This is an optimization exercise on Yosys and OpenROAD, whose aim is small area and a short achievable clock period, not a production implementation.
The RTL was checked by simulation tests, not by an equivalence proof against the original design.
Power and IR drop assume default switching activity.

==> flow/design.v <==
`timescale 1ns / 1ps
module sc_cpu(
    input             clk,
    input             rst_n,
    output [31:0]     imem_addr,
    input  [31:0]     imem_rdata,
    output [31:0]     dmem_addr,
    output            dmem_re,
    output [3:0]      dmem_wstrb,
    output [31:0]     dmem_wdata,
    input  [31:0]     dmem_rdata
);
    reg        ce;           
    reg [31:0] pc;
    always @(posedge clk or negedge rst_n) begin
        if (~rst_n)
            ce <= 1'b0;
        else
            ce <= 1'b1;
    end
    wire [31:0] inst = imem_rdata;
    wire [4:0]  op   = inst[6:2];        
    wire [2:0]  f3   = inst[14:12];
    wire [4:0]  rd   = inst[11:7];
    wire [4:0]  rs1  = inst[19:15];
    wire [4:0]  rs2  = inst[24:20];
    wire c_hi     = op[4];
    wire c_branch = op[4] & ~op[0];
    wire c_jalr   = op[4] & op[0] & ~op[1];
    wire c_jal    = op[4] & op[1];
    wire c_mem    = ~op[4] & ~op[2];
    wire c_load   = c_mem & ~op[3];
    wire c_store  = c_mem & op[3];
    wire c_upper  = ~op[4] & op[2] & op[0];      
    wire c_lui    = c_upper & op[3];
    wire c_alu    = ~op[4] & op[2] & ~op[0];     
    wire c_rr     = op[3];                       
    wire reg_wr   = ce & ((~c_hi & ~c_store) | c_jal);
    wire [31:0] imm_i = {{20{inst[31]}}, inst[31:20]};
    wire [31:0] imm_s = {{20{inst[31]}}, inst[31:25], inst[11:7]};
    wire [31:0] imm_b = {{20{inst[31]}}, inst[7], inst[30:25], inst[11:8], 1'b0};
    wire [31:0] imm_u = {inst[31:12], 12'b0};
    wire [31:0] imm_j = {{12{inst[31]}}, inst[19:12], inst[20], inst[30:21], 1'b0};
    wire [31:0] wb;
    wire [31:0] rf_q [0:31];
    wire [32*31-1:0] rf_flat;           
    assign rf_q[0] = 32'b0;
    genvar g;
    generate
        for (g = 1; g < 32; g = g + 1) begin : rf
            reg [31:0] q;
            always @(posedge clk) begin
                if (reg_wr && rd == g)
                    q <= wb;
            end
            assign rf_q[g] = q;
            assign rf_flat[32*g-1 -: 32] = q;
        end
    endgenerate
    wire [31:0] sel_a = 32'b1 << rs1;
    wire [31:0] sel_b = 32'b1 << rs2;
    wire [31:0] rs1_v, rs2_v;
    rf_read rd_a (.sel(sel_a[31:1]), .q(rf_flat), .y(rs1_v));
    rf_read rd_b (.sel(sel_b[31:1]), .q(rf_flat), .y(rs2_v));
    integer i;
    wire [31:0] imm_ls = c_store ? imm_s : imm_i;
    wire [31:0] agu    = rs1_v + imm_ls;
    wire [31:0] alu_b   = c_rr ? rs2_v : imm_i;
    wire        do_sub  = c_branch | (f3[1] & ~f3[2]) | (f3 == 3'b000 & c_rr & inst[30]);
    wire [32:0] sum     = {1'b0, rs1_v} + {1'b0, alu_b ^ {32{do_sub}}} + {32'b0, do_sub};
    wire        ltu     = ~sum[32];
    wire        lt      = (rs1_v[31] ^ alu_b[31]) ? rs1_v[31] : ltu;
    wire        eq      = (rs1_v == rs2_v);
    wire [4:0]  shamt   = c_rr ? rs2_v[4:0] : inst[24:20];
    wire        sh_left = ~f3[2];
    reg  [31:0] sh_in, sh_out;
    always @(*) begin
        for (i = 0; i < 32; i = i + 1)
            sh_in[i] = sh_left ? rs1_v[31 - i] : rs1_v[i];
    end
    wire        sh_fill = inst[30] & rs1_v[31] & ~sh_left;
    wire [31:0] sh_1    = shamt[0] ? {{1{sh_fill}},  sh_in[31:1]}  : sh_in;
    wire [31:0] sh_2    = shamt[1] ? {{2{sh_fill}},  sh_1[31:2]}   : sh_1;
    wire [31:0] sh_4    = shamt[2] ? {{4{sh_fill}},  sh_2[31:4]}   : sh_2;
    wire [31:0] sh_8    = shamt[3] ? {{8{sh_fill}},  sh_4[31:8]}   : sh_4;
    wire [31:0] sh_r    = shamt[4] ? {{16{sh_fill}}, sh_8[31:16]}  : sh_8;
    always @(*) begin
        for (i = 0; i < 32; i = i + 1)
            sh_out[i] = sh_r[31 - i];        
    end
    reg [31:0] alu_r;
    always @(*) begin
        case (f3)
            3'b000: alu_r = sum[31:0];
            3'b001: alu_r = sh_out;
            3'b010: alu_r = {31'b0, lt};
            3'b011: alu_r = {31'b0, ltu};
            3'b100: alu_r = rs1_v ^ alu_b;
            3'b101: alu_r = sh_r;
            3'b110: alu_r = rs1_v | alu_b;
            default: alu_r = rs1_v & alu_b;
        endcase
    end
    wire [31:0] pc4     = pc + 32'd4;
    wire [31:0] imm_pc  = c_hi ? (op[1] ? imm_j : imm_b) : imm_u;
    wire [31:0] pc_imm  = pc + imm_pc;
    reg taken;
    always @(*) begin
        case (f3)
            3'b000: taken = eq;
            3'b001: taken = ~eq;
            3'b100: taken = lt;
            3'b101: taken = ~lt;
            3'b110: taken = ltu;
            3'b111: taken = ~ltu;
            default: taken = 1'b0;
        endcase
    end
    wire [31:0] next_pc = ~ce      ? 32'b0 :
                          c_jalr   ? agu :
                          (c_jal | (c_branch & taken)) ? pc_imm : pc4;
    always @(posedge clk) begin
        pc <= next_pc;
    end
    wire [1:0]  la = agu[1:0];
    wire [7:0]  ld_byte = la == 2'd0 ? dmem_rdata[7:0] :
                          la == 2'd1 ? dmem_rdata[15:8] :
                          la == 2'd2 ? dmem_rdata[23:16] : dmem_rdata[31:24];
    wire [15:0] ld_half = (la == 2'd2) ? dmem_rdata[31:16] : dmem_rdata[15:0];
    wire        ld_sx   = ~f3[2];
    reg  [31:0] ld_v;
    always @(*) begin
        if (f3[1])
            ld_v = dmem_rdata;
        else if (f3[0])
            ld_v = {{16{ld_sx & ld_half[15]}}, ld_half};
        else
            ld_v = {{24{ld_sx & ld_byte[7]}}, ld_byte};
    end
    assign wb = c_load  ? ld_v :
                c_jal   ? pc4 :
                c_upper ? (c_lui ? imm_u : pc_imm) :
                alu_r;
    wire st_word = f3[1];
    wire st_half = f3[0] & ~f3[1];
    reg [3:0] wstrb;
    always @(*) begin
        if (st_word)
            wstrb = 4'b1111;
        else if (st_half)
            wstrb = (agu[1:0] == 2'b10) ? 4'b1100 : 4'b0011;
        else
            wstrb = 4'b0001 << agu[1:0];
    end
    assign imem_addr  = pc;
    assign dmem_addr  = agu;
    assign dmem_re    = ce & c_load;
    assign dmem_wstrb = (ce & c_store) ? wstrb : 4'b0000;
    assign dmem_wdata = {st_word ? rs2_v[31:24] : st_half ? rs2_v[15:8] : rs2_v[7:0],
                         st_word ? rs2_v[23:16] : rs2_v[7:0],
                         (st_word | st_half) ? rs2_v[15:8] : rs2_v[7:0],
                         rs2_v[7:0]};
endmodule
module rf_read(
    input  [30:0]     sel,       
    input  [32*31-1:0] q,
    output [31:0]     y
);
    genvar b, k;
    generate
        for (b = 0; b < 32; b = b + 1) begin : bt
            wire [30:0] d;
            for (k = 0; k < 31; k = k + 1) begin : word
                assign d[k] = q[32*k + b];
            end
            rf_read_bit rb (.sel(sel), .d(d), .y(y[b]));
        end
    endgenerate
endmodule
module rf_read_bit(
    input  [30:0] sel,
    input  [30:0] d,
    output        y
);
    wire [10:0] n;
    genvar k;
    generate
        for (k = 0; k < 10; k = k + 1) begin : grp
            rf_aoi222 g (.s(sel[3*k+2:3*k]), .d(d[3*k+2:3*k]), .y(n[k]));
        end
    endgenerate
    assign n[10] = ~(sel[30] & d[30]);
    assign y = ~&n;
endmodule
module rf_aoi222(
    input  [2:0] s,
    input  [2:0] d,
    output       y
);
    assign y = ~((s[0] & d[0]) | (s[1] & d[1]) | (s[2] & d[2]));
endmodule
export LEC_CHECK = 0
export CAP_MARGIN = 20
export CORE_MARGIN = 2
export CORE_UTILIZATION = 40
export SLEW_MARGIN = 20
export SYNTH_HIERARCHICAL = 1
export TNS_END_PERCENT = 0
create_clock -name core_clock -period 18.0 [get_ports {clk}]
standard.sh (not shown) runs the stock make flow with config.mk's settings and CLKGATE_MAP_FILE= SYNTH_SCRIPT=/design/flow/synth_recipe.tcl, a recipe that flattens the netlist after the stock synthesis.
==> flow/flow/run.sh <==
#!/bin/bash
# Layout flow: the standard ORFS flow (standard.sh), with
#  * plain buffers on the ports,
#  * gate sizing not limited to cells of the same footprint,
#  * a clock tree of clkbuf_8 with larger sink clusters and no dummy loads.
set -euo pipefail
bash standard.sh \
  SETUP_SLACK_MARGIN=10 \
  MATCH_CELL_FOOTPRINT=0 \
  "BUFFER_PORTS_ARGS=-buffer_cell sky130_fd_sc_hd__buf_2" \
  "CTS_ARGS=-sink_clustering_enable -repair_clock_nets -buf_list sky130_fd_sc_hd__clkbuf_8 -sink_clustering_size 16 -sink_clustering_max_diameter 60 -dont_use_dummy_load" \
  finish > standard_flow.log 2>&1
Rerun with:
--- a/flow/design.v
+++ b/flow/design.v
@@ -56,15 +56,17 @@
             assign rf_q[g] = q;
             assign rf_flat[32*g-1 -: 32] = q;
         end
     endgenerate
     wire [31:0] sel_a = 32'b1 << rs1;
     wire [31:0] sel_b = 32'b1 << rs2;
-    wire [31:0] rs1_v, rs2_v;
-    rf_read rd_a (.sel(sel_a[31:1]), .q(rf_flat), .y(rs1_v));
-    rf_read rd_b (.sel(sel_b[31:1]), .q(rf_flat), .y(rs2_v));
+    wire [31:0] rs1_v, rs2_v, rs1_n, rs2_n;
+    rf_read rd_a (.sel(sel_a[31:1]), .q(rf_flat), .y_n(rs1_n));
+    rf_read rd_b (.sel(sel_b[31:1]), .q(rf_flat), .y_n(rs2_n));
+    assign rs1_v = ~rs1_n;
+    assign rs2_v = ~rs2_n;
     integer i;
     wire [31:0] imm_ls = c_store ? imm_s : imm_i;
     wire [31:0] agu    = rs1_v + imm_ls;
     wire [31:0] alu_b   = c_rr ? rs2_v : imm_i;
     wire        do_sub  = c_branch | (f3[1] & ~f3[2]) | (f3 == 3'b000 & c_rr & inst[30]);
     wire [32:0] sum     = {1'b0, rs1_v} + {1'b0, alu_b ^ {32{do_sub}}} + {32'b0, do_sub};
@@ -161,39 +163,49 @@
                          (st_word | st_half) ? rs2_v[15:8] : rs2_v[7:0],
                          rs2_v[7:0]};
 endmodule
 module rf_read(
     input  [30:0]     sel,       
     input  [32*31-1:0] q,
-    output [31:0]     y
+    output [31:0]     y_n        
 );
     genvar b, k;
     generate
         for (b = 0; b < 32; b = b + 1) begin : bt
             wire [30:0] d;
             for (k = 0; k < 31; k = k + 1) begin : word
                 assign d[k] = q[32*k + b];
             end
-            rf_read_bit rb (.sel(sel), .d(d), .y(y[b]));
+            rf_read_bit rb (.sel(sel), .d(d), .y_n(y_n[b]));
         end
     endgenerate
 endmodule
 module rf_read_bit(
     input  [30:0] sel,
     input  [30:0] d,
-    output        y
+    output        y_n
 );
     wire [10:0] n;
+    wire [2:0]  h;
     genvar k;
     generate
         for (k = 0; k < 10; k = k + 1) begin : grp
             rf_aoi222 g (.s(sel[3*k+2:3*k]), .d(d[3*k+2:3*k]), .y(n[k]));
         end
     endgenerate
     assign n[10] = ~(sel[30] & d[30]);
-    assign y = ~&n;
+    rf_nand4 c0 (.a(n[3:0]), .y(h[0]));
+    rf_nand4 c1 (.a(n[7:4]), .y(h[1]));
+    rf_nand3 c2 (.a(n[10:8]), .y(h[2]));
+    assign y_n = ~|h;
+endmodule
+module rf_nand4(input [3:0] a, output y);
+    assign y = ~&a;
+endmodule
+module rf_nand3(input [2:0] a, output y);
+    assign y = ~&a;
 endmodule
 module rf_aoi222(
     input  [2:0] s,
     input  [2:0] d,
     output       y
 );
Power shrinks by 1.8%. Hold slack is worse by 87 ps. Clock power is about the same. Synthesized cell count grows by 2.3%. Wire length shrinks by 0.94%. Maximum frequency shrinks by 0.89%. Via count shrinks by 0.45%. Setup slack is worse by 110 ps. Clock skew grows by 34 ps. Synthesized area grows by 0.83%. Clock-buffer cell count grows by 4.

-- separate check: timing with driven ports --
How much do the figures lean on ideal ports? The routed layouts below were timed once more, with nothing changed but the port constraints.
Step 1: set_driving_cell puts a clkbuf_16 on clk and a buf_2 on each other input, an assumption about the parent block.
Step 2 times the ports against the registers' clock, not the clock port: input delays grow and output delays shrink by t, the midpoint of the rising clock arrivals with the driver on.
Slacks: ideal ports / drivers / drivers and shift; pairs: ideal ports / drivers.
| run | t, ns | slack for setup (ns) | worst setup path after step 2 | clock arrival spread, ns |
|---|---|---|---|---|
| the first run | 0.851 | 6.119 / 5.972 / 5.557 | input to register | 0.119 / 0.119 |
| the second run | 0.846 | 6.012 / 5.874 / 5.442 | input to register | 0.154 / 0.154 |
After both steps every run listed still meets setup and hold. For the second run, which loses most, drivers alone change the setup slack by -0.138 ns; drivers and shift together by -0.570 ns.
